This is an optimization exercise on Yosys and OpenROAD, whose aim is small area, a short achievable clock period and few clock cycles, not a production implementation. In this exercise RTL edits were held to simulation tests only and were not proved equivalent to the original.

==> flow/design.v (outline; a module is shown in full before it is edited, if it fits) <==
// module qadd: 44 lines
// module mfa: 4 lines
// module mha: 4 lines
// module mbsel: 3 lines
// module mxor: 3 lines
// module sqcs: 388 lines
// module mulcs: 1533 lines
// module xnew: 194 lines
// module ynew: 50 lines
// module escape: 100 lines
// module escape_time_mdbrot: 219 lines
module escape_time_mdbrot(input logic clk, input logic rst, input logic start,
                          input logic [12:0] max_iter, input logic [31:0] xmin, input logic [31:0] xmax, input logic [31:0] ymin, input logic [31:0] ymax, input logic [31:0] Xscale, input logic [31:0] Yscale,
                          output logic [7:0] vga_x, output logic [6:0] vga_y, output logic [2:0] vga_colour, output logic vga_plot,
                          output logic ready);
  // ...
==> flow/flow/run.sh <==
#!/bin/bash
# The standard layout, with the port buffers that buffer_ports inserts made
# plain buf_2 cells instead of the library's default pick (a delay buffer).
set -euo pipefail
export BUFFER_PORTS_ARGS="-buffer_cell sky130_fd_sc_hd__buf_2"
bash standard.sh > standard.log 2>&1
==> flow/standard.sh <==
#!/bin/bash
# synth_recipe.tcl (not shown) runs the flow's synth.tcl, then flattens the netlist and writes it again
# the make line also repeats each setting of config.mk as NAME=value (left out here)
make -C /OpenROAD-flow-scripts/flow DESIGN_CONFIG=/design/flow/config.mk WORK_HOME=/design/flow/orfs CLKGATE_MAP_FILE= SYNTH_SCRIPT=/design/flow/synth_recipe.tcl "${@:-finish}"
==> flow/config.mk <==
export PLATFORM = sky130hd
export DESIGN_NAME = escape_time_mdbrot
export DESIGN_NICKNAME = escape_time_mdbrot
export VERILOG_FILES = /design/flow/design.v
export SDC_FILE = /design/flow/constraint.sdc
export NUM_CORES = 4
export LEC_CHECK = 0
export CAP_MARGIN = 20
export CORE_MARGIN = 2
export CORE_UTILIZATION = 75
export CTS_CLUSTER_DIAMETER = 100
export CTS_CLUSTER_SIZE = 22
export PLACE_DENSITY = 0.85
export SLEW_MARGIN = 20
export SYNTH_HIERARCHICAL = 1
==> flow/constraint.sdc <==
create_clock -name core_clock -period 20.0 [get_ports {clk}]
set_input_delay 4.0000 -clock core_clock [delete_from_list [all_inputs] [get_ports {clk}]]
set_output_delay 4.0000 -clock core_clock [all_outputs]
set_load 0.01 [all_outputs]
==> summary.txt, run 1 <==
Non-clk invs - 136
end point of the critical path - xyc2$_DFF_P_
status - no timing/DRC/antenna violations
Crit Reg-Reg Startpoint - x1[16]$_DFF_P_
vias in the first global route - 37310
part of the cycle the worst path needs - 0.2629
Fill cells - 4265
Hold-fix buffers, CTS - 0
Yosys warning total - 7
Clock Sink Count - 574
largest net degree at the start of global routing - 97
setup repair bufs after CTS - 0
IO Port Bufs - 117
Crit path largest cell delay - 620 ps
multi-input gates - 3648
Crit path depth - 13
Worst R2R End - xyc2$_DFF_P_
Routed WL per cell - 23.77 um
share of layout cells above drive strength 1 - 0.09170
core area - 66800 um^2
die area - 69250 um^2
Rows - 95
Reg area - 12180 um^2
routing usage on met3 - 0.08587
cell area after layout - 52090 um^2
Final WS setup - 14740 ps
final setup vio count - 0
Overflow after GRT - 0
uppermost routed layer - met5
worst slew pin tran - 1197 ps
total negative slack - 0 ps
Inserted Diodes - 0
Setup crit start - x1[16]$_DFF_P_
Worst R2R Path Depth - 13
Die W - 263.2 um
TritonCTS clock tree - done
Testbench counts, summed over its fixed seeds: cycles 2,373,874.
==> module escape_time_mdbrot, before the edit <==
module escape_time_mdbrot(input logic clk, input logic rst, input logic start,
                          input logic [12:0] max_iter, input logic [31:0] xmin, input logic [31:0] xmax, input logic [31:0] ymin, input logic [31:0] ymax, input logic [31:0] Xscale, input logic [31:0] Yscale,
                          output logic [7:0] vga_x, output logic [6:0] vga_y, output logic [2:0] vga_colour, output logic vga_plot,
                          output logic ready);
localparam [1:0] S_IDLE = 2'd0;
localparam [1:0] S_INIT = 2'd1;
localparam [1:0] S_RUN  = 2'd2;
logic [1:0] state;
logic       init;                  
logic        xs_s, ys_s;           
logic [15:0] xs_m, ys_m;           
logic [12:0] mi_r;                 
logic        mi0, mi1, mi2;        
logic [12:0] mim1;                 
logic [24:0] gcx, gcy;             
logic [7:0]  gx;
logic [6:0]  gy;
logic        gdir;                 
logic        gval;                 
logic        v1, fresh1, fin1, last1, neg1;
logic        esc1;                 
logic [21:0] x1, y1;
logic [10:0] one1, two1;           
logic [21:0] xs1, ys1;             
logic [12:0] rem1;                 
logic [21:0] cx1, cy1;             
logic [7:0]  px1;
logic [6:0]  py1;
logic        v2, fin2, last2, per2;
logic        escd2;                
logic [21:0] xs2, ys2;
logic [23:0] xxa2, xxb2, yya2, yyb2;    
logic        xxc2, yyc2;
logic [23:0] xya2, xyb2;                
logic        xyc2;
logic [12:0] rem2;
logic [21:0] cx2, cy2;
logic [7:0]  px2;
logic [6:0]  py2;
function automatic logic big25(input logic [24:0] v);
     big25 = (v[24:21] != 4'b0000) && (v[24:21] != 4'b1111);
endfunction
function automatic logic big24(input logic [23:0] v);
     big24 = (v[23:21] != 3'b000) && (v[23:21] != 3'b111);
endfunction
logic        gwrap, glast, gys;
logic [24:0] gcx_sum, gcy_sum, gcx_nx, gcy_nx, gcx_cv, gcy_cv;
assign gwrap = gdir ? (gy == 7'd0) : (gy == 7'd119);
assign glast = gwrap & (gx == 8'd159);
assign gys = ys_s ^ gdir;
assign gcx_sum = gcx + ({25{xs_s}} ^ {9'd0, xs_m}) + 25'(xs_s);
assign gcy_sum = gcy + ({25{gys}} ^ {9'd0, ys_m}) + 25'(gys);
assign gcx_nx = gwrap ? gcx_sum : gcx;
assign gcy_nx = gwrap ? gcy : gcy_sum;
assign gcx_cv = ({25{gcx[24]}} ^ {2'd0, gcx[22:0]}) + 25'(gcx[24]);
assign gcy_cv = ({25{gcy[24]}} ^ {2'd0, gcy[22:0]}) + 25'(gcy[24]);
logic [23:0] xxa, xxb, yya, yyb;
logic        xxc, yyc;
logic [23:0] xya, xyb;
logic        xyc;
sqcs  sq_x   (.x(x1), .ha(xxa), .hb(xxb), .c(xxc));
sqcs  sq_y   (.x(y1), .ha(yya), .hb(yyb), .c(yyc));
mulcs mul_xy (.x(x1), .y(y1), .one(one1), .two(two1), .neg(neg1), .ha(xya), .hb(xyb), .c(xyc));
logic match, save;
assign match = ~fresh1 & (x1 == xs1) & (y1 == ys1);
assign save = fresh1 | (rem1[1:0] == 2'd0);
always_ff @(posedge clk) begin
     per2  <= match;
     xs2   <= save ? x1 : xs1;
     ys2   <= save ? y1 : ys1;
     xxa2  <= xxa;
     xxb2  <= xxb;
     xxc2  <= xxc;
     yya2  <= yya;
     yyb2  <= yyb;
     yyc2  <= yyc;
     xya2  <= xya;
     xyb2  <= xyb;
     xyc2  <= xyc;
     if (fresh1) begin
          fin2  <= mi0 | mi1 | big25(gcx) | big25(gcy);
          escd2 <= 1'b0;
          last2 <= mi2;
          rem2  <= mi0 ? 13'd0 : mim1;
          cx2   <= gcx[21:0];
          cy2   <= gcy[21:0];
          px2   <= gx;
          py2   <= gy;
     end else begin
          fin2  <= fin1 | esc1;
          escd2 <= esc1;
          last2 <= last1;
          rem2  <= rem1;
          cx2   <= cx1;
          cy2   <= cy1;
          px2   <= px1;
          py2   <= py1;
     end
end
logic        esc, stop, avail, take;
logic [23:0] xn, yn;
escape esc_t (.xa(xxa2), .xb(xxb2), .xc(xxc2), .ya(yya2), .yb(yyb2), .yc(yyc2), .esc(esc));
xnew   xn_a  (.xa(xxa2), .xb(xxb2), .xc(xxc2), .ya(yya2), .yb(yyb2), .yc(yyc2), .cx(cx2), .q(xn));
ynew   yn_a  (.cy(cy2), .pa(xya2), .pb(xyb2), .pc(xyc2), .q(yn));
assign stop = v2 & (fin2 | last2 | per2);
assign avail = (state == S_RUN) & gval & ~(fresh1 & glast);
assign take = avail & (~v2 | stop);
logic [2:0] col;
assign col = mi_r[2:0] - rem2[2:0] - {2'b00, escd2};
logic [21:0] x1d, y1d;
logic [22:0] yb;
assign x1d = take ? (fresh1 ? gcx_nx[21:0] : gcx[21:0]) : xn[21:0];
assign y1d = take ? (fresh1 ? gcy_nx[21:0] : gcy[21:0]) : yn[21:0];
assign yb = {y1d, 1'b0};
always_ff @(posedge clk) begin
     x1   <= x1d;
     y1   <= y1d;
     neg1 <= x1d[21] ^ y1d[21];
     for (int k = 0; k < 11; k++) begin
          one1[k] <= yb[2*k+1] ^ yb[2*k];
          two1[k] <= (yb[2*k+2] & ~yb[2*k+1] & ~yb[2*k]) | (~yb[2*k+2] & yb[2*k+1] & yb[2*k]);
     end
     rem1       <= rem2 - 13'd1;
     esc1       <= esc;
     fin1       <= big24(xn) | big24(yn);
     last1      <= (rem2 == 13'd2);
     xs1        <= xs2;
     ys1        <= ys2;
     cx1        <= cx2;
     cy1        <= cy2;
     px1        <= px2;
     py1        <= py2;
     vga_colour <= (escd2 | (fin2 & rem2 != 13'd0) | (~fin2 & esc)) ? col : 3'd0;
end
always_ff @(posedge clk) begin
     if (!rst) begin
          v1       <= 1'b0;
          v2       <= 1'b0;
          fresh1   <= 1'b0;
          vga_plot <= 1'b0;
     end else begin
          v1       <= take | (v2 & ~stop);
          v2       <= v1;
          fresh1   <= take;
          vga_plot <= stop;
     end
end
assign vga_x = px1;
assign vga_y = py1;
always_ff @(posedge clk) begin
     if (!rst) begin
          state <= S_IDLE;
          init  <= 1'b0;
          ready <= 1'b1;
          gval  <= 1'b0;
     end else begin
          case (state)
               S_IDLE: begin
                    gval <= 1'b0;
                    if (start) begin
                         state <= S_INIT;
                         init  <= 1'b1;
                         ready <= 1'b0;
                    end
               end
               S_INIT: begin
                    init  <= 1'b0;
                    gval  <= 1'b1;
                    state <= S_RUN;
               end
               default: begin
                    if (fresh1 && glast) gval <= 1'b0;
                    if (!gval && !v1 && !v2) begin
                         state <= S_IDLE;
                         ready <= 1'b1;
                    end
               end
          endcase
     end
end
assign mim1 = mi_r - 13'd1;
assign mi0 = (mi_r == 13'd0);
assign mi1 = (mi_r == 13'd1);
assign mi2 = (mi_r == 13'd2);
always_ff @(posedge clk) begin
     xs_s <= Xscale[31];
     xs_m <= Xscale[15:0];
     ys_s <= Yscale[31];
     ys_m <= Yscale[15:0];
     mi_r <= max_iter;
end
always_ff @(posedge clk) begin
     case (state)
          S_IDLE: begin
               gcx  <= {xmin[31], 1'b0, xmin[22:0]};
               gcy  <= {ymin[31], 1'b0, ymin[22:0]};
               gx   <= 8'd0;
               gy   <= 7'd0;
               gdir <= 1'b0;
          end
          S_INIT: begin
               gcx  <= gcx_cv;
               gcy  <= gcy_cv;
          end
          default: begin
               if (fresh1) begin
                    gcx <= gcx_nx;
                    gcy <= gcy_nx;
                    if (gwrap) begin
                         gx   <= gx + 8'd1;
                         gdir <= ~gdir;
                    end else begin
                         gy   <= gdir ? gy - 7'd1 : gy + 7'd1;
                    end
               end
          end
     endcase
end
endmodule
==> run 2, diff against run 1 <==
--- a/flow/design.v
+++ b/flow/design.v
@@ -440,17 +440,17 @@
 mfa u_sq_190(.a(~(x[18] & x[21])), .b((x[19] & x[20])), .c(x[20]), .s(sq_s189), .co(sq_c189));
 wire [19:0] lo_a = {sq_s168, sq_s167, sq_s166, sq_s165, sq_s164, sq_s163, sq_s162, sq_s161, sq_s160, sq_s159, sq_s158, sq_s157, sq_s156, sq_s155, sq_s154, sq_s153, (x[0] & x[2]), (x[0] & x[1]), 1'b0, x[0]};
 wire [19:0] lo_b = {sq_c167, sq_c166, sq_c165, sq_c164, sq_c163, sq_c162, sq_c161, sq_c160, sq_c159, sq_c158, sq_c157, sq_c156, sq_c155, sq_c154, sq_c153, x[2], 1'b0, x[1], 1'b0, 1'b0};
 wire [20:0] lo = {1'b0, lo_a} + {1'b0, lo_b};
 assign c = lo[20];
 assign ha = {1'b0, ~(x[20] & x[21]), ~(x[19] & x[21]), sq_s189, sq_s188, sq_s187, sq_s186, sq_s185, sq_s184, sq_s183, sq_s182, sq_s181, sq_s180, sq_s179, sq_s178, sq_s177, sq_s176, sq_s175, sq_s174, sq_s173, sq_s172, sq_s171, sq_s170, sq_s169};
 assign hb = {1'b0, x[21], sq_c189, sq_c188, sq_c187, sq_c186, sq_c185, sq_c184, sq_c183, sq_c182, sq_c181, sq_c180, sq_c179, sq_c178, sq_c177, sq_c176, sq_c175, sq_c174, sq_c173, sq_c172, sq_c171, sq_c170, sq_c169, sq_c168};
 endmodule
-module mulcs(input [21:0] x, input [21:0] y, input [10:0] one, input [10:0] two, input neg, output [23:0] ha, output [23:0] hb, output c);
+module mulcs(input [21:0] x, input [21:0] y, input [10:0] one, input [10:0] two, input neg, output [23:0] ha, output [23:0] hb, output [3:0] g, output [2:0] p);
 wire bo0 = one[0];
 wire bt0 = two[0];
 wire bn0 = y[1];
 wire bp0_0;
 wire bp0_0s;
 mbsel u_bsel0_0(.one(bo0), .two(bt0), .a(x[0]), .b(1'b0), .p(bp0_0s));
 mxor u_bxor0_0(.a(bp0_0s), .b(bn0), .p(bp0_0));
 wire bp0_1;
@@ -1968,18 +1968,27 @@
 wire mul_s237, mul_c237;
 mfa u_mul_238(.a(mul_s197), .b(1'b1), .c(mul_c196), .s(mul_s237), .co(mul_c237));
 wire mul_s238, mul_c238;
 mfa u_mul_239(.a(~bp9_22), .b(bp10_20), .c(mul_c197), .s(mul_s238), .co(mul_c238));
 wire mul_s239, mul_c239;
 mha u_mul_240(.a(bp10_21), .b(1'b1), .s(mul_s239), .co(mul_c239));
 wire [19:0] lo_a = {mul_s217, mul_s216, mul_s215, mul_s214, mul_s213, mul_s212, mul_s211, mul_s210, mul_s209, mul_s208, mul_s207, mul_s206, mul_s205, mul_s204, mul_s203, mul_s202, mul_s201, mul_s200, mul_s199, mul_s198};
 wire [19:0] lo_b = {mul_c216, mul_c215, mul_c214, mul_c213, mul_c212, mul_c211, mul_c210, mul_c209, mul_c208, mul_c207, mul_c206, mul_c205, mul_c204, mul_c203, mul_c202, mul_c201, mul_c200, mul_c199, mul_c198, 1'b0};
-wire [20:0] lo = {1'b0, lo_a} + {1'b0, lo_b};
-assign c = lo[20];
+wire [5:0] lo0 = {1'b0, lo_a[4:0]} + {1'b0, lo_b[4:0]};
+assign g[0] = lo0[5];
+wire [5:0] lo1 = {1'b0, lo_a[9:5]} + {1'b0, lo_b[9:5]};
+assign g[1] = lo1[5];
+assign p[0] = &(lo_a[9:5] ^ lo_b[9:5]);
+wire [5:0] lo2 = {1'b0, lo_a[14:10]} + {1'b0, lo_b[14:10]};
+assign g[2] = lo2[5];
+assign p[1] = &(lo_a[14:10] ^ lo_b[14:10]);
+wire [5:0] lo3 = {1'b0, lo_a[19:15]} + {1'b0, lo_b[19:15]};
+assign g[3] = lo3[5];
+assign p[2] = &(lo_a[19:15] ^ lo_b[19:15]);
 assign ha = {1'b1, ~bp10_22, mul_s239, mul_s238, mul_s237, mul_s236, mul_s235, mul_s234, mul_s233, mul_s232, mul_s231, mul_s230, mul_s229, mul_s228, mul_s227, mul_s226, mul_s225, mul_s224, mul_s223, mul_s222, mul_s221, mul_s220, mul_s219, mul_s218};
 assign hb = {1'b0, mul_c239, mul_c238, mul_c237, mul_c236, mul_c235, mul_c234, mul_c233, mul_c232, mul_c231, mul_c230, mul_c229, mul_c228, mul_c227, mul_c226, mul_c225, mul_c224, mul_c223, mul_c222, mul_c221, mul_c220, mul_c219, mul_c218, mul_c217};
 endmodule
 module xnew(input [23:0] xa, input [23:0] xb, input xc, input [23:0] ya, input [23:0] yb, input yc, input [21:0] cx, output [23:0] q);
 wire [23:0] cxe = {{2{cx[21]}}, cx};
 wire xn_s0, xn_c0;
 mfa u_xn_1(.a(xa[0]), .b(xb[0]), .c(~ya[0]), .s(xn_s0), .co(xn_c0));
 wire xn_s1, xn_c1;
@@ -2325,17 +2334,16 @@
 module escape_time_mdbrot(input logic clk, input logic rst, input logic start,
                           input logic [12:0] max_iter, input logic [31:0] xmin, input logic [31:0] xmax, input logic [31:0] ymin, input logic [31:0] ymax, input logic [31:0] Xscale, input logic [31:0] Yscale,
                           output logic [7:0] vga_x, output logic [6:0] vga_y, output logic [2:0] vga_colour, output logic vga_plot,
                           output logic ready);
 localparam [1:0] S_IDLE = 2'd0;
 localparam [1:0] S_INIT = 2'd1;
 localparam [1:0] S_RUN  = 2'd2;
 logic [1:0] state;
-logic       init;                  
 logic        xs_s, ys_s;           
 logic [15:0] xs_m, ys_m;           
 logic [12:0] mi_r;                 
 logic        mi0, mi1, mi2;        
 logic [12:0] mim1;                 
 logic [24:0] gcx, gcy;             
 logic [7:0]  gx;
 logic [6:0]  gy;
@@ -2351,17 +2359,18 @@
 logic [7:0]  px1;
 logic [6:0]  py1;
 logic        v2, fin2, last2, per2;
 logic        escd2;                
 logic [21:0] xs2, ys2;
 logic [23:0] xxa2, xxb2, yya2, yyb2;    
 logic        xxc2, yyc2;
 logic [23:0] xya2, xyb2;                
-logic        xyc2;
+logic [3:0]  xyg2;                      
+logic [2:0]  xyp2;                      
 logic [12:0] rem2;
 logic [21:0] cx2, cy2;
 logic [7:0]  px2;
 logic [6:0]  py2;
 function automatic logic big25(input logic [24:0] v);
      big25 = (v[24:21] != 4'b0000) && (v[24:21] != 4'b1111);
 endfunction
 function automatic logic big24(input logic [23:0] v);
@@ -2376,36 +2385,38 @@
 assign gcy_sum = gcy + ({25{gys}} ^ {9'd0, ys_m}) + 25'(gys);
 assign gcx_nx = gwrap ? gcx_sum : gcx;
 assign gcy_nx = gwrap ? gcy : gcy_sum;
 assign gcx_cv = ({25{gcx[24]}} ^ {2'd0, gcx[22:0]}) + 25'(gcx[24]);
 assign gcy_cv = ({25{gcy[24]}} ^ {2'd0, gcy[22:0]}) + 25'(gcy[24]);
 logic [23:0] xxa, xxb, yya, yyb;
 logic        xxc, yyc;
 logic [23:0] xya, xyb;
-logic        xyc;
+logic [3:0]  xyg;
+logic [2:0]  xyp;
 sqcs  sq_x   (.x(x1), .ha(xxa), .hb(xxb), .c(xxc));
 sqcs  sq_y   (.x(y1), .ha(yya), .hb(yyb), .c(yyc));
-mulcs mul_xy (.x(x1), .y(y1), .one(one1), .two(two1), .neg(neg1), .ha(xya), .hb(xyb), .c(xyc));
+mulcs mul_xy (.x(x1), .y(y1), .one(one1), .two(two1), .neg(neg1), .ha(xya), .hb(xyb), .g(xyg), .p(xyp));
 logic match, save;
 assign match = ~fresh1 & (x1 == xs1) & (y1 == ys1);
 assign save = fresh1 | (rem1[1:0] == 2'd0);
 always_ff @(posedge clk) begin
      per2  <= match;
      xs2   <= save ? x1 : xs1;
      ys2   <= save ? y1 : ys1;
      xxa2  <= xxa;
      xxb2  <= xxb;
      xxc2  <= xxc;
      yya2  <= yya;
      yyb2  <= yyb;
      yyc2  <= yyc;
      xya2  <= xya;
      xyb2  <= xyb;
-     xyc2  <= xyc;
+     xyg2  <= xyg;
+     xyp2  <= xyp;
      if (fresh1) begin
           fin2  <= mi0 | mi1 | big25(gcx) | big25(gcy);
           escd2 <= 1'b0;
           last2 <= mi2;
           rem2  <= mi0 ? 13'd0 : mim1;
           cx2   <= gcx[21:0];
           cy2   <= gcy[21:0];
           px2   <= gx;
@@ -2420,16 +2431,18 @@
           px2   <= px1;
           py2   <= py1;
      end
 end
 logic        esc, stop, avail, take;
 logic [23:0] xn, yn;
 escape esc_t (.xa(xxa2), .xb(xxb2), .xc(xxc2), .ya(yya2), .yb(yyb2), .yc(yyc2), .esc(esc));
 xnew   xn_a  (.xa(xxa2), .xb(xxb2), .xc(xxc2), .ya(yya2), .yb(yyb2), .yc(yyc2), .cx(cx2), .q(xn));
+logic xyc2;
+assign xyc2 = xyg2[3] | (xyp2[2] & (xyg2[2] | (xyp2[1] & (xyg2[1] | (xyp2[0] & xyg2[0])))));
 ynew   yn_a  (.cy(cy2), .pa(xya2), .pb(xyb2), .pc(xyc2), .q(yn));
 assign stop = v2 & (fin2 | last2 | per2);
 assign avail = (state == S_RUN) & gval & ~(fresh1 & glast);
 assign take = avail & (~v2 | stop);
 logic [2:0] col;
 assign col = mi_r[2:0] - rem2[2:0] - {2'b00, escd2};
 logic [21:0] x1d, y1d;
 logic [22:0] yb;
@@ -2469,31 +2482,28 @@
           vga_plot <= stop;
      end
 end
 assign vga_x = px1;
 assign vga_y = py1;
 always_ff @(posedge clk) begin
      if (!rst) begin
           state <= S_IDLE;
-          init  <= 1'b0;
           ready <= 1'b1;
           gval  <= 1'b0;
      end else begin
           case (state)
                S_IDLE: begin
                     gval <= 1'b0;
                     if (start) begin
                          state <= S_INIT;
-                         init  <= 1'b1;
                          ready <= 1'b0;
                     end
                end
                S_INIT: begin
-                    init  <= 1'b0;
                     gval  <= 1'b1;
                     state <= S_RUN;
                end
                default: begin
                     if (fresh1 && glast) gval <= 1'b0;
                     if (!gval && !v1 && !v2) begin
                          state <= S_IDLE;
                          ready <= 1'b1;
==> flow/config.mk (replaced) <==
export PLATFORM = sky130hd
export DESIGN_NAME = escape_time_mdbrot
export DESIGN_NICKNAME = escape_time_mdbrot
export VERILOG_FILES = /design/flow/design.v
export SDC_FILE = /design/flow/constraint.sdc
export NUM_CORES = 4
export LEC_CHECK = 0
export CAP_MARGIN = 20
export CORE_MARGIN = 2
export CORE_UTILIZATION = 65
export CTS_CLUSTER_DIAMETER = 100
export CTS_CLUSTER_SIZE = 22
export PLACE_DENSITY = 0.75
export SLEW_MARGIN = 20
export SYNTH_HIERARCHICAL = 1
==> run 2 against run 1 <==
Critical endpoint is now vga_y[3]. First-iteration DRC count shrank 27%. Final area grew 0.98%. Core utilization shrank 10 points. Critical path type is now reg -> out.
==> summary.txt, run 2 <==
Worst R2R Path Depth - 14 (+1)
TritonCTS clock tree - done
RSZ-0062 raised after global routing - no
first-pass GRT wire length - 211100 um
setup repair bufs after CTS - 0 (unchanged)
Crit Reg-Reg Startpoint - yya2[16]$_DFF_P_
WP data required - 16000 ps
Routed Antenna Nets - 0
worst min-delay path startpoint - ys2[20]$_DFF_P_
final setup vio count - 0 (unchanged)
Max Slew Vio Count - 0
Final Hold Viols - 0
Post-Syn Area per Cell - 10.74 um^2
drt initial violations - 2892
clock tree buffer depth - 3
htree depth - 2
total CTS buffers - 36
number of max-cap violations - 0
worst slew pin tran - 1189 ps (-8.214 ps)
Clock Skew - 38.19 ps
Die W - 283.3 um (+7.6%)
IO Port Bufs - 117 (unchanged)
total negative slack - 0 ps (unchanged)
number of vias per cell - 6.268
biggest regs - gcx (25), gcy (25)
Worst Setup End Kind - primary output
worst path cell trace - buf_2
footprint of the multi-input gates - 36180 um^2
routability-driven placement congestion ratio - 0.9481
Syn-to-layout area delta - 3.749%
DRC Markers - 0
Reg area - 12300 um^2 (+0.94%)
Crit path largest cell delay - 360 ps (-260 ps)
Hold-fix buffers, CTS - 0 (unchanged)
Post-Syn Instances - 4721
status - no timing/DRC/antenna violations
routed wire length - 133000 um
R2R setup slack - 14980 ps
clk root buf - clkbuf_16
crit path buf inv count - 1
Yosys warning total - 7 (unchanged)
Starting Density - 0.6555
initial antenna violation count - 3
share of layout cells above drive strength 1 - 0.09001 (-0.001687)
slowest CP cell - dfxtp_1
commonest non-fill, non-tap cell in the layout - fa_1
Mapped Area - 50690 um^2
vias in the first global route - 37210 (-0.26%)
largest net degree at the start of global routing - 76 (-22%)
kind of critical path - reg -> out
Worst slew margin - 0.1989
crit path DAT - 1100 ps
die area - 80240 um^2 (+16%)
Worst R2R End - neg1$_DFF_P_
Routed WL per cell - 23.33 um (-1.8%)
core area - 77340 um^2 (+16%)
part of the cycle the worst path needs - 0.2552 (-0.007700)
DR vias - 35720
HPWL after detailed placement - 91480 um
Max Fclk - 0.1959 GHz
Die H - 283.3 um
hold-critical path depth - 0
I/O pins - 228
worst-path fanout max - 2
Fill cells - 6024 (+41%)
post_cts resized - 0
worst min path class - reg -> reg
Rows - 102 (+7.4%)
Startpoint Class - flip-flop
most frequent cells in the layout - 702 x fa_1, 498 x dfxtp_1, 425 x and2_1
worst skew pair latency - 610 ps
Worst-path clk slew - 90 ps
Layout Nets - 5816
Overflow after GRT - 0 (unchanged)
global-route usage over all layers - 0.3342
hold-critical path endpoint - ys1[20]$_DFF_P_
Largest delay share family, worst path - flip-flops
Tmin final - 5104 ps
1st-pass router iterations - 5
Clock Sink Count - 580 (+1.0%)
## run 2: changes by cell type in the layout (fill, tap and decap cells not counted), sizes merged, moves of 6 or more
cell	delta
nand3	+15
dfxtp	+6
xor2	+7
a21o	+8
a31oi	-15
inv	-6
o21ai	+7
nand2	-9
xnor2	-12
and3	+6
nor3	+7
o22ai	+6
## run 2: how the worst max path moves through the flow
| stage | startpoint | endpoint | slack [ps] | cells past startpoint |
|---|---|---|---|---|
| finish | py1[3]$_DFF_P_ | vga_y[3] | 14900 | 1 |
| global route | gdir$_SDFFCE_PP0P_ | two1[10]$_DFF_P_ | 14730 | 12 |
| floorplan | y1[17]$_DFF_P_ | yyc2$_DFF_P_ | 15280 | 11 |
| global placement | xxb2[6]$_DFF_P_ | neg1$_DFF_P_ | 15070 | 13 |
| detailed placement | xmin[8] | gcx[8]$_DFFE_PP_ | 15090 | 4 |
| CTS | py1[3]$_DFF_P_ | vga_y[3] | 14870 | 1 |
## run 2: layout make-up
cell class	instances	area share
Clock buffer	46	0.01822
Inverter	133	0.009492
Sequential cell	580	0.2338
Timing Repair Buffer	196	0.02241
Clock inverter	14	0.003140
Antenna cell	4	0.0001903
Tap cell	1040	0.02474
Multi-Input combinational cell	3686	0.6880
## run 2: stage by stage
step	instance area (um^2)	std cells	hold slack, ps	setup slack [ps]	utilization
finish	52600	5699	321.4	14900	0.6801
detailed placement	51460	5635	312.1	15090	0.6654
global placement	51460	5635	310.1	15070	0.6654
floorplan	50780	4743	309.6	15280	-
CTS	52580	5695	325.3	14870	0.6799
global route	52590	5695	327.8	14730	0.6799
## run 2: routing by layer
metal | up-vias | global-route usage | routed length, um
met3 | 325 | 0.06586 | 12110
met1 | 17830 | 0.4636 | 55970
li1 | 15860 | - | -
met4 | 2 | 0.1192 | 4807
met5 | - | 0 | 15
met2 | 1708 | 0.5256 | 60050
Testbench counts of run 2, summed over its fixed seeds: cycles 2,373,874.
==> run 3, diff against run 2 <==
--- a/flow/design.v
+++ b/flow/design.v
@@ -2351,3 +2351,3 @@
 logic        gval;                 
-logic        v1, fresh1, fin1, last1, neg1;
+logic        v1, fresh1, fin1, last1, neg1;    
 logic        esc1;                 
@@ -2379,3 +2379,3 @@
 logic        gwrap, glast, gys;
-logic [24:0] gcx_sum, gcy_sum, gcx_nx, gcy_nx, gcx_cv, gcy_cv;
+logic [24:0] gcx_sum, gcy_sum, gcx_cv, gcy_cv;
 assign gwrap = gdir ? (gy == 7'd0) : (gy == 7'd119);
@@ -2385,4 +2385,2 @@
 assign gcy_sum = gcy + ({25{gys}} ^ {9'd0, ys_m}) + 25'(gys);
-assign gcx_nx = gwrap ? gcx_sum : gcx;
-assign gcy_nx = gwrap ? gcy : gcy_sum;
 assign gcx_cv = ({25{gcx[24]}} ^ {2'd0, gcx[22:0]}) + 25'(gcx[24]);
@@ -2414,21 +2412,10 @@
      xyp2  <= xyp;
-     if (fresh1) begin
-          fin2  <= mi0 | mi1 | big25(gcx) | big25(gcy);
-          escd2 <= 1'b0;
-          last2 <= mi2;
-          rem2  <= mi0 ? 13'd0 : mim1;
-          cx2   <= gcx[21:0];
-          cy2   <= gcy[21:0];
-          px2   <= gx;
-          py2   <= gy;
-     end else begin
-          fin2  <= fin1 | esc1;
-          escd2 <= esc1;
-          last2 <= last1;
-          rem2  <= rem1;
-          cx2   <= cx1;
-          cy2   <= cy1;
-          px2   <= px1;
-          py2   <= py1;
-     end
+     fin2  <= fin1 | esc1;
+     escd2 <= esc1;
+     last2 <= last1;
+     rem2  <= rem1;
+     cx2   <= cx1;
+     cy2   <= cy1;
+     px2   <= px1;
+     py2   <= py1;
 end
@@ -2442,3 +2429,3 @@
 assign stop = v2 & (fin2 | last2 | per2);
-assign avail = (state == S_RUN) & gval & ~(fresh1 & glast);
+assign avail = (state == S_RUN) & gval;
 assign take = avail & (~v2 | stop);
@@ -2448,4 +2435,4 @@
 logic [22:0] yb;
-assign x1d = take ? (fresh1 ? gcx_nx[21:0] : gcx[21:0]) : xn[21:0];
-assign y1d = take ? (fresh1 ? gcy_nx[21:0] : gcy[21:0]) : yn[21:0];
+assign x1d = take ? gcx[21:0] : xn[21:0];
+assign y1d = take ? gcy[21:0] : yn[21:0];
 assign yb = {y1d, 1'b0};
@@ -2459,12 +2446,25 @@
      end
-     rem1       <= rem2 - 13'd1;
-     esc1       <= esc;
-     fin1       <= big24(xn) | big24(yn);
-     last1      <= (rem2 == 13'd2);
+     if (take) begin
+          rem1  <= mi0 ? 13'd0 : mim1;
+          esc1  <= 1'b0;
+          fin1  <= mi0 | mi1 | big25(gcx) | big25(gcy);
+          last1 <= mi2;
+          cx1   <= gcx[21:0];
+          cy1   <= gcy[21:0];
+          px1   <= gx;
+          py1   <= gy;
+     end else begin
+          rem1  <= rem2 - 13'd1;
+          esc1  <= esc;
+          fin1  <= big24(xn) | big24(yn);
+          last1 <= (rem2 == 13'd2);
+          cx1   <= cx2;
+          cy1   <= cy2;
+          px1   <= px2;
+          py1   <= py2;
+     end
      xs1        <= xs2;
      ys1        <= ys2;
-     cx1        <= cx2;
-     cy1        <= cy2;
-     px1        <= px2;
-     py1        <= py2;
+     vga_x      <= px2;
+     vga_y      <= py2;
      vga_colour <= (escd2 | (fin2 & rem2 != 13'd0) | (~fin2 & esc)) ? col : 3'd0;
@@ -2484,4 +2484,2 @@
 end
-assign vga_x = px1;
-assign vga_y = py1;
 always_ff @(posedge clk) begin
@@ -2505,3 +2503,3 @@
                default: begin
-                    if (fresh1 && glast) gval <= 1'b0;
+                    if (take && glast) gval <= 1'b0;
                     if (!gval && !v1 && !v2) begin
@@ -2539,5 +2537,3 @@
           default: begin
-               if (fresh1) begin
-                    gcx <= gcx_nx;
-                    gcy <= gcy_nx;
+               if (take) begin
                     if (gwrap) begin
@@ -2545,4 +2541,6 @@
                          gdir <= ~gdir;
+                         gcx  <= gcx_sum;
                     end else begin
                          gy   <= gdir ? gy - 7'd1 : gy + 7'd1;
+                         gcy  <= gcy_sum;
                     end
==> run 3 against run 2 <==
Still clean on timing, DRC and antenna. Clock-buffer cell count stayed put. Sequential share of layout area is 0.82 points higher. Non-clock buffer count up 4. Final area down 1.1%. Critical endpoint is now fin1$_DFF_P_. Highest routed layer is now met4.
==> summary.txt, run 3 <==
die area - 79260 um^2 (-1.2%)
crit path DAT - 5770 ps (+4670 ps)
Max Fclk - 0.1882 GHz (-3.9%)
Post-Place Worst Slack - 14800 ps (-287.6 ps)
Die H - 281.5 um (-0.61%)
clock tree buffer depth - 3 (unchanged)
Mapped Area - 50060 um^2 (-1.2%)
vias in the first global route - 36890 (-0.88%)
RSZ-0062 raised after global routing - no
IO Port Bufs - 117 (unchanged)
first-pass GRT wire length - 203500 um (-3.6%)
initial antenna violation count - 1 (-2)
fin cells - 5681 (-0.32%)
Worst Setup End Kind - flip-flop
biggest regs - gcx (25), gcy (25)
Layout Nets - 5812 (-0.069%)
DR vias - 34950 (-2.2%)
I/O pins - 228 (unchanged)
Hold-fix buffers, CTS - 0 (unchanged)
most frequent cells in the layout - 702 x fa_1, 512 x dfxtp_1, 426 x and2_1
footprint of the multi-input gates - 35370 um^2 (-2.2%)
1st-pass router iterations - 8 (+3)
Fill cells - 5909 (-1.9%)
worst hold slack - 309.4 ps (-12.00 ps)
largest net degree at the start of global routing - 69 (-9.2%)
total CTS buffers - 35 (-2.8%)
post_cts resized - 0 (unchanged)
Final WS setup - 14690 ps (-209.9 ps)
part of the cycle the worst path needs - 0.2657 (+0.01049)
Post-Syn Instances - 4694 (-0.57%)
Tmin final - 5314 ps (+209.9 ps)
setup repair bufs after CTS - 0 (unchanged)
Worst slew margin - 0.2696 (+0.07062)
Post-Syn Area per Cell - 10.67 um^2 (-0.68%)
routed wire length - 127700 um (-4.0%)
HPWL after detailed placement - 87760 um (-4.1%)
kind of critical path - reg -> reg
Starting Density - 0.6581 (+0.002599)
number of max-cap violations - 0 (unchanged)
worst min path class - reg -> reg
Reg area - 12590 um^2 (+2.4%)
routability-driven placement congestion ratio - 0.9154 (-3.4%)
worst-path fanout max - 6 (+4)
Yosys warning total - 7 (unchanged)
Clock Sink Count - 595 (+2.6%)
Final Hold Viols - 0 (unchanged)
number of vias per cell - 6.152 (-1.9%)
Overflow after GRT - 0 (unchanged)
drt initial violations - 2937 (+1.6%)
Inserted Diodes - 0 (-4)
Rows - 101 (-0.98%)
worst skew pair latency - 620 ps (about the same)
Max Slew Vio Count - 0 (unchanged)
Worst-path clk slew - 90 ps (about the same)
Startpoint Class - flip-flop
Routed Antenna Nets - 0 (unchanged)
Routed WL per cell - 22.47 um (-3.7%)
worst slew pin tran - 1086 ps (-103.4 ps)
total negative slack - 0 ps (unchanged)
htree depth - 2 (unchanged)
global-route usage over all layers - 0.3313 (-0.002895)
commonest non-fill, non-tap cell in the layout - fa_1
share of layout cells above drive strength 1 - 0.07762 (-0.01239)
Clock Skew - 51.23 ps (+13.04 ps)
Syn-to-layout area delta - 3.911%
status - no timing/DRC/antenna violations
DRC Markers - 0 (unchanged)
WP data required - 20460 ps (+4460 ps)
TritonCTS clock tree - done
clk root buf - clkbuf_16
core area - 76080 um^2 (-1.6%)
Placed Cells - 5624 (-0.20%)
Die W - 281.5 um (-0.61%)
final setup vio count - 0 (unchanged)
run 3: worst paths after layout:
kind                         from               to  slack, ps  depth (start not counted)
setup / recovery  yya2[6]$_DFF_P_     fin1$_DFF_P_      14690                         14
hold / removal    cx1[16]$_DFF_P_  cx2[16]$_DFF_P_        310                          0
setup reg to reg  yya2[6]$_DFF_P_     fin1$_DFF_P_      14690                         14
hold reg to reg   cx1[16]$_DFF_P_  cx2[16]$_DFF_P_        310                          0
run 3: area by class of cell:
cell class,instances,share of cell area
timing repair buffer,200,0.02323
inverter,131,0.009452
sequential,595,0.2421
clock inverter,11,0.002718
clock buffer,46,0.01782
multi-input combinational,3668,0.6799
tap,1030,0.02477
run 3: stage by stage:
step | cell area [um^2] | utilization
3_3_place_gp | 50950 | 0.6698
5_1_grt | 52020 | 0.6838
3_5_place_dp | 50950 | 0.6698
6_report | 52020 | 0.6838
2_1_floorplan | 50150 | -
4_1_cts | 52020 | 0.6838
run 3: critical path, stage by stage (launching register included):
cell,delay [ps]
dfxtp_1,370
inv_1,70
fa_1,460
fa_1,530
fa_1,500
ha_1,370
a21oi_1,160
o21ai_1,150
a2111oi_2,650
a211oi_1,280
nor4_1,240
a211oi_1,130
or3_1,440
a221oi_1,770
a21oi_1,80
run 3: routing by layer:
metal / wire [um] / up-vias / GRT usage
met3: 11010 / 273 / 0.06405
li1: - / 15670 / -
met4: 5043 / 0 / 0.1212
met1: 52090 / 17510 / 0.4466
met5: 0 / - / 0
met2: 59520 / 1494 / 0.5357
Testbench counts of run 3, summed over its fixed seeds: cycles 2,373,874.
==> run 4, diff against run 3 <==
--- a/flow/design.v
+++ b/flow/design.v
@@ -2345,3 +2345,2 @@
 logic        mi0, mi1, mi2;        
-logic [12:0] mim1;                 
 logic [24:0] gcx, gcy;             
@@ -2397,3 +2396,3 @@
 assign match = ~fresh1 & (x1 == xs1) & (y1 == ys1);
-assign save = fresh1 | (rem1[1:0] == 2'd0);
+assign save = fresh1 | (rem1[1:0] == 2'd1);
 always_ff @(posedge clk) begin
@@ -2432,3 +2431,3 @@
 logic [2:0] col;
-assign col = mi_r[2:0] - rem2[2:0] - {2'b00, escd2};
+assign col = mi_r[2:0] - rem2[2:0] + {2'b00, ~escd2};
 logic [21:0] x1d, y1d;
@@ -2447,3 +2446,3 @@
      if (take) begin
-          rem1  <= mi0 ? 13'd0 : mim1;
+          rem1  <= mi0 ? 13'd1 : mi_r;
           esc1  <= 1'b0;
@@ -2459,3 +2458,3 @@
           fin1  <= big24(xn) | big24(yn);
-          last1 <= (rem2 == 13'd2);
+          last1 <= (rem2 == 13'd3);
           cx1   <= cx2;
@@ -2469,3 +2468,3 @@
      vga_y      <= py2;
-     vga_colour <= (escd2 | (fin2 & rem2 != 13'd0) | (~fin2 & esc)) ? col : 3'd0;
+     vga_colour <= (escd2 | (fin2 & rem2 != 13'd1) | (~fin2 & esc)) ? col : 3'd0;
 end
@@ -2512,3 +2511,2 @@
 end
-assign mim1 = mi_r - 13'd1;
 assign mi0 = (mi_r == 13'd0);
==> run 4 against run 3 <==
Still clean. Core utilization down 0.34 points. Flip-flop and latch count did not move. Wire length down 1.4%. Clock skew is 2.3 ps lower. Critical endpoint is now ready.
==> summary.txt, run 4 <==
slowest CP cell - dfxtp_1
initial antenna violation count - 4 (+3)
Routed Antenna Nets - 0 (unchanged)
Hold-fix buffers, CTS - 0 (unchanged)
Final Hold Viols - 0 (unchanged)
Cell Area, Placed - 50660 um^2 (-0.58%)
setup repair bufs after CTS - 0 (unchanged)
cell area after layout - 51680 um^2 (-0.66%)
Tmin final - 5127 ps (-187.5 ps)
Crit path largest cell delay - 360 ps (-410 ps)
post_cts resized - 0 (unchanged)
DR vias - 34670 (-0.79%)
Reg area - 12590 um^2 (about the same)
clk root buf - clkbuf_16
Worst-path clk slew - 100 ps (about the same)
Final WS setup - 14870 ps (+187.5 ps)
Fill cells - 5889 (-0.34%)
part of the cycle the worst path needs - 0.2563 (-0.009375)
WP data required - 16000 ps (-4460 ps)
Rows - 101 (unchanged)
DRC Markers - 0 (unchanged)
share of layout cells above drive strength 1 - 0.07510 (-0.002520)
routability-driven placement congestion ratio - 0.9420 (+2.9%)
IO Port Bufs - 117 (unchanged)
final core utilization - 0.6805 (-0.003359)
Placed Cells - 5572 (-0.92%)
worst-path fanout max - 3 (-3)
worst skew pair latency - 620 ps (about the same)
first-pass GRT wire length - 202000 um (-0.74%)
worst path cell trace - buf_2
global-route usage over all layers - 0.3294 (-0.001992)
Overflow after GRT - 0 (unchanged)
Syn-to-layout area delta - 3.693%
number of vias per cell - 6.162 (+0.18%)
status - no timing/DRC/antenna violations
fin cells - 5626 (-0.97%)
Largest delay share family, worst path - flip-flops
worst hold slack - 315.0 ps (+5.554 ps)
largest net degree at the start of global routing - 78 (+13%)
Max Fclk - 0.1951 GHz (+3.7%)
core area - 75950 um^2 (-0.17%)
kind of critical path - reg -> out
Yosys warning total - 7 (unchanged)
Max Slew Vio Count - 0 (unchanged)
crit path buf inv count - 1 (unchanged)
Clock Skew - 48.97 ps (-2.259 ps)
routed wire length - 125900 um (-1.4%)
total CTS buffers - 35 (unchanged)
Layout Nets - 5761 (-0.88%)
worst slew pin tran - 1204 ps (+117.9 ps)
drt initial violations - 2760 (-6.0%)
final setup vio count - 0 (unchanged)
Clock Sink Count - 595 (unchanged)
1st-pass router iterations - 5 (-3)
crit path DAT - 1130 ps (-4640 ps)
vias in the first global route - 36330 (-1.5%)
RSZ-0062 raised after global routing - no
Post-Place Worst Slack - 14990 ps (+188.7 ps)
Post-Syn Area per Cell - 10.72 um^2 (+0.54%)
Starting Density - 0.6562 (-0.001854)
biggest regs - gcx (25), gcy (25)
Mapped Area - 49840 um^2 (-0.45%)
Worst Setup End Kind - primary output
die area - 78910 um^2 (-0.44%)
number of max-cap violations - 0 (unchanged)
Die H - 280.9 um (-0.22%)
commonest non-fill, non-tap cell in the layout - fa_1
Routed WL per cell - 22.38 um (-0.41%)
footprint of the multi-input gates - 35130 um^2 (-0.68%)
TritonCTS clock tree - done
total negative slack - 0 ps (unchanged)
I/O pins - 228 (unchanged)
htree depth - 2 (unchanged)
Worst slew margin - 0.1966 (-0.07301)
Die W - 280.9 um (-0.22%)
most frequent cells in the layout - 701 x fa_1, 514 x dfxtp_1, 428 x and2_1
HPWL after detailed placement - 87300 um (-0.52%)
Post-Syn Instances - 4648 (-0.98%)
Startpoint Class - flip-flop
worst min path class - reg -> reg
clock tree buffer depth - 3 (unchanged)
[run 4: cell type report]
cell class | instances | area share
antenna | 2 | 0.00009684
clock buffer | 44 | 0.01760
clock inverter | 8 | 0.002082
inverter | 135 | 0.009805
multi-input combinational | 3621 | 0.6798
sequential | 595 | 0.2436
tap | 1030 | 0.02494
timing repair buffer | 191 | 0.02208
[run 4: final timing paths]
kind,from,to,slack (ps),cells past startpoint
min reg2reg,cy1[2]$_DFF_P_,cy2[2]$_DFF_P_,310,0
max,ready$_SDFFE_PN1P_,ready,14870,1
max reg2reg,x1[18]$_DFF_P_,xyg2[3]$_DFF_P_,14920,11
min,cy1[2]$_DFF_P_,cy2[2]$_DFF_P_,310,0
[run 4: per-layer routing]
metal / vias to the layer above / wire [um] / GRT usage
met5: - / 11 / 0
met4: 2 / 4816 / 0.1226
met3: 302 / 9862 / 0.04996
met2: 1451 / 59450 / 0.5378
met1: 17460 / 51770 / 0.4463
li1: 15450 / - / -
Testbench counts of run 4, summed over its fixed seeds: cycles 2,373,874.
==> run 5, diff against run 4 <==
--- a/flow/design.v
+++ b/flow/design.v
@@ -2352,2 +2352,3 @@
 logic        esc1;                 
+logic        finl1;                
 logic [21:0] x1, y1;
@@ -2411,3 +2412,3 @@
      xyp2  <= xyp;
-     fin2  <= fin1 | esc1;
+     fin2  <= (fin1 & ~fresh1) | finl1 | esc1;
      escd2 <= esc1;
@@ -2445,6 +2446,7 @@
      end
+     fin1       <= big24(xn) | big24(yn);
+     esc1       <= esc & ~take;
+     finl1      <= take & (mi0 | mi1 | big25(gcx) | big25(gcy));
      if (take) begin
           rem1  <= mi0 ? 13'd1 : mi_r;
-          esc1  <= 1'b0;
-          fin1  <= mi0 | mi1 | big25(gcx) | big25(gcy);
           last1 <= mi2;
@@ -2456,4 +2458,2 @@
           rem1  <= rem2 - 13'd1;
-          esc1  <= esc;
-          fin1  <= big24(xn) | big24(yn);
           last1 <= (rem2 == 13'd3);
==> run 5 against run 4 <==
Still clean on timing, DRC and antenna. Fmax rose by 0.77%. Non-clock buffer count rose by 5. Wire length rose by 0.32%. Final cell count rose by 0.78%. First-iteration DRC count rose by 8.8%. Clock-buffer cell count rose by 2. Critical path type unchanged. Critical endpoint unchanged. Highest routed layer is now met4.
==> summary.txt, run 5 <==
Yosys warning total - 7 (unchanged)
Routed Antenna Nets - 0 (unchanged)
Startpoint Class - flip-flop
crit path buf inv count - 1 (unchanged)
post_cts resized - 0 (unchanged)
Mapped Area - 50020 um^2 (+0.36%)
number of max-cap violations - 0 (unchanged)
worst min path class - reg -> reg
total CTS buffers - 35 (unchanged)
part of the cycle the worst path needs - 0.2544 (-0.001960)
worst skew pair latency - 610 ps (about the same)
Hold-fix buffers, CTS - 0 (unchanged)
IO Port Bufs - 117 (unchanged)
final setup vio count - 0 (unchanged)
clock tree buffer depth - 3 (unchanged)
core area - 76080 um^2 (+0.17%)
Clock Skew - 27.49 ps (-21.48 ps)
Final WS setup - 14910 ps (+39.20 ps)
TritonCTS clock tree - done
crit path DAT - 1090 ps (-40 ps)
Die W - 281.4 um (+0.18%)
Layout Nets - 5803 (+0.73%)
WP data required - 16000 ps (about the same)
number of vias per cell - 6.175 (+0.21%)
most frequent cells in the layout - 701 x fa_1, 515 x dfxtp_1, 435 x and2_1
Final Hold Viols - 0 (unchanged)
Routed WL per cell - 22.28 um (-0.45%)
HPWL after detailed placement - 88660 um (+1.6%)
worst-path fanout max - 3 (unchanged)
status - no timing/DRC/antenna violations
Worst-path clk slew - 90 ps (about the same)
Worst Setup End Kind - primary output
Post-Syn Instances - 4681 (+0.71%)
Crit path largest cell delay - 350 ps (about the same)
R2R setup slack - 15070 ps (+150 ps)
kind of critical path - reg -> out
worst path cell trace - buf_2
routed wire length - 126300 um (+0.32%)
Placed Cells - 5614 (+0.75%)
initial antenna violation count - 0 (-4)
Clock Sink Count - 596 (+0.17%)
biggest regs - gcx (25), gcy (25)
routability-driven placement congestion ratio - 0.8965 (-4.8%)
Worst slew margin - 0.2284 (+0.03182)
Starting Density - 0.6575 (+0.001262)
DR vias - 35010 (+0.99%)
drt initial violations - 3003 (+8.8%)
slowest CP cell - dfxtp_1
Tmin final - 5088 ps (-39.20 ps)
Fill cells - 6002 (+1.9%)
Largest delay share family, worst path - flip-flops
global-route usage over all layers - 0.3288 (-0.0005680)
total negative slack - 0 ps (unchanged)
Rows - 101 (unchanged)
setup repair bufs after CTS - 0 (unchanged)
share of layout cells above drive strength 1 - 0.07502 (-0.00008179)
fin cells - 5670 (+0.78%)
DRC Markers - 0 (unchanged)
vias in the first global route - 36610 (+0.77%)
RSZ-0062 raised after global routing - no
1st-pass router iterations - 5 (unchanged)
Post-Syn Area per Cell - 10.69 um^2 (-0.35%)
Post-Place Worst Slack - 15000 ps (+6.800 ps)
largest net degree at the start of global routing - 74 (-5.1%)
Die H - 281.4 um (+0.18%)
clk root buf - clkbuf_16
worst slew pin tran - 1156 ps (-47.67 ps)
I/O pins - 228 (unchanged)
first-pass GRT wire length - 202400 um (+0.19%)
Overflow after GRT - 0 (unchanged)
Syn-to-layout area delta - 3.845%
commonest non-fill, non-tap cell in the layout - fa_1
htree depth - 2 (unchanged)
Max Slew Vio Count - 0 (unchanged)
Max Fclk - 0.1966 GHz (+0.77%)
die area - 79190 um^2 (+0.36%)
-- run 5: worst register-to-register path: stages, from the launching register on --
cell and delay, ps:
dfxtp_1 450, fa_1 480, fa_1 530, fa_1 490
ha_1 390, a21oi_1 100, o21ai_1 410, a2111oi_2 140
a211oi_1 580, nor4_1 90, a211oi_1 670, nand2_1 110
nand2_1 140, xnor2_1 230
-- run 5: cell type report --
| type | instances | area [um^2] | share of cell area |
|---|---|---|---|
| diodes | 1 | 2.502 | 0.00004818 |
| clock buffers | 46 | 917.1 | 0.01766 |
| clock inverters | 9 | 132.6 | 0.002553 |
| multi-input cells | 3657 | 35310 | 0.6797 |
| repair buffers | 196 | 1179 | 0.02269 |
| flip-flops and latches | 596 | 12610 | 0.2428 |
| well taps | 1030 | 1289 | 0.02481 |
| inverters | 135 | 506.7 | 0.009756 |
-- run 5: routing by layer --
layer,GRT usage,wire length [um]
met4,0.1338,5487
met3,0.04955,9500
met1,0.4436,51450
met2,0.5357,59880
met5,0,0
-- run 5: worst paths after layout --
path	from	end	cells after the start
max	ready$_SDFFE_PN1P_	ready	1
min reg2reg	rem1[3]$_DFF_P_	rem2[3]$_DFF_P_	0
min	rem1[3]$_DFF_P_	rem2[3]$_DFF_P_	0
max reg2reg	xxb2[6]$_DFF_P_	neg1$_DFF_P_	13
-- run 5: per-stage QoR --
step / utilization / instance area, um^2 / hold WS (ps)
floorplan: - / 50100 / 309.6
global placement: 0.6689 / 50890 / 309.6
detailed placement: 0.6689 / 50890 / 312.1
CTS: 0.6827 / 51940 / 320.1
global route: 0.6827 / 51940 / 326.4
finish: 0.6828 / 51940 / 317.3
Testbench counts of run 5, summed over its fixed seeds: cycles 2,373,874.

-- re-timing with driven ports --
How much do the figures lean on ideal ports? The routed layouts below were timed once more, with nothing changed but the port constraints. Step 1 (the two cells are an assumption about what drives the block):
set clk [get_ports {clk}]
set_driving_cell -lib_cell sky130_fd_sc_hd__clkbuf_16 $clk
set_driving_cell -lib_cell sky130_fd_sc_hd__buf_2 [delete_from_list [all_inputs] $clk]
Step 2 moves the port delays by t, midway between the first and last clock arrival at a register: inputs arrive t later, outputs are due t later. That takes back most of the time a late clock gives input paths. Three values: ideal ports, drivers, drivers and shift; two values: the first two.
| run | t, ns | setup slack, ns | hold WS [ns] | latest minus earliest clock arrival (ns) |
|---|---|---|---|---|
| run 1 | 0.654 | 14.742 / 14.742 / 14.742 | 0.322 / 0.322 / 0.322 | 0.031 / 0.030 |
| run 2 | 0.663 | 14.896 / 14.824 / 14.975 | 0.321 / 0.321 / 0.321 | 0.041 / 0.041 |
| run 3 | 0.659 | 14.686 / 14.686 / 14.686 | 0.309 / 0.309 / 0.309 | 0.052 / 0.052 |
| run 4 | 0.662 | 14.873 / 14.805 / 14.919 | 0.315 / 0.315 / 0.315 | 0.051 / 0.051 |
| run 5 | 0.661 | 14.913 / 14.845 / 14.982 | 0.317 / 0.317 / 0.317 | 0.032 / 0.032 |
After both steps every run listed still meets setup and hold.
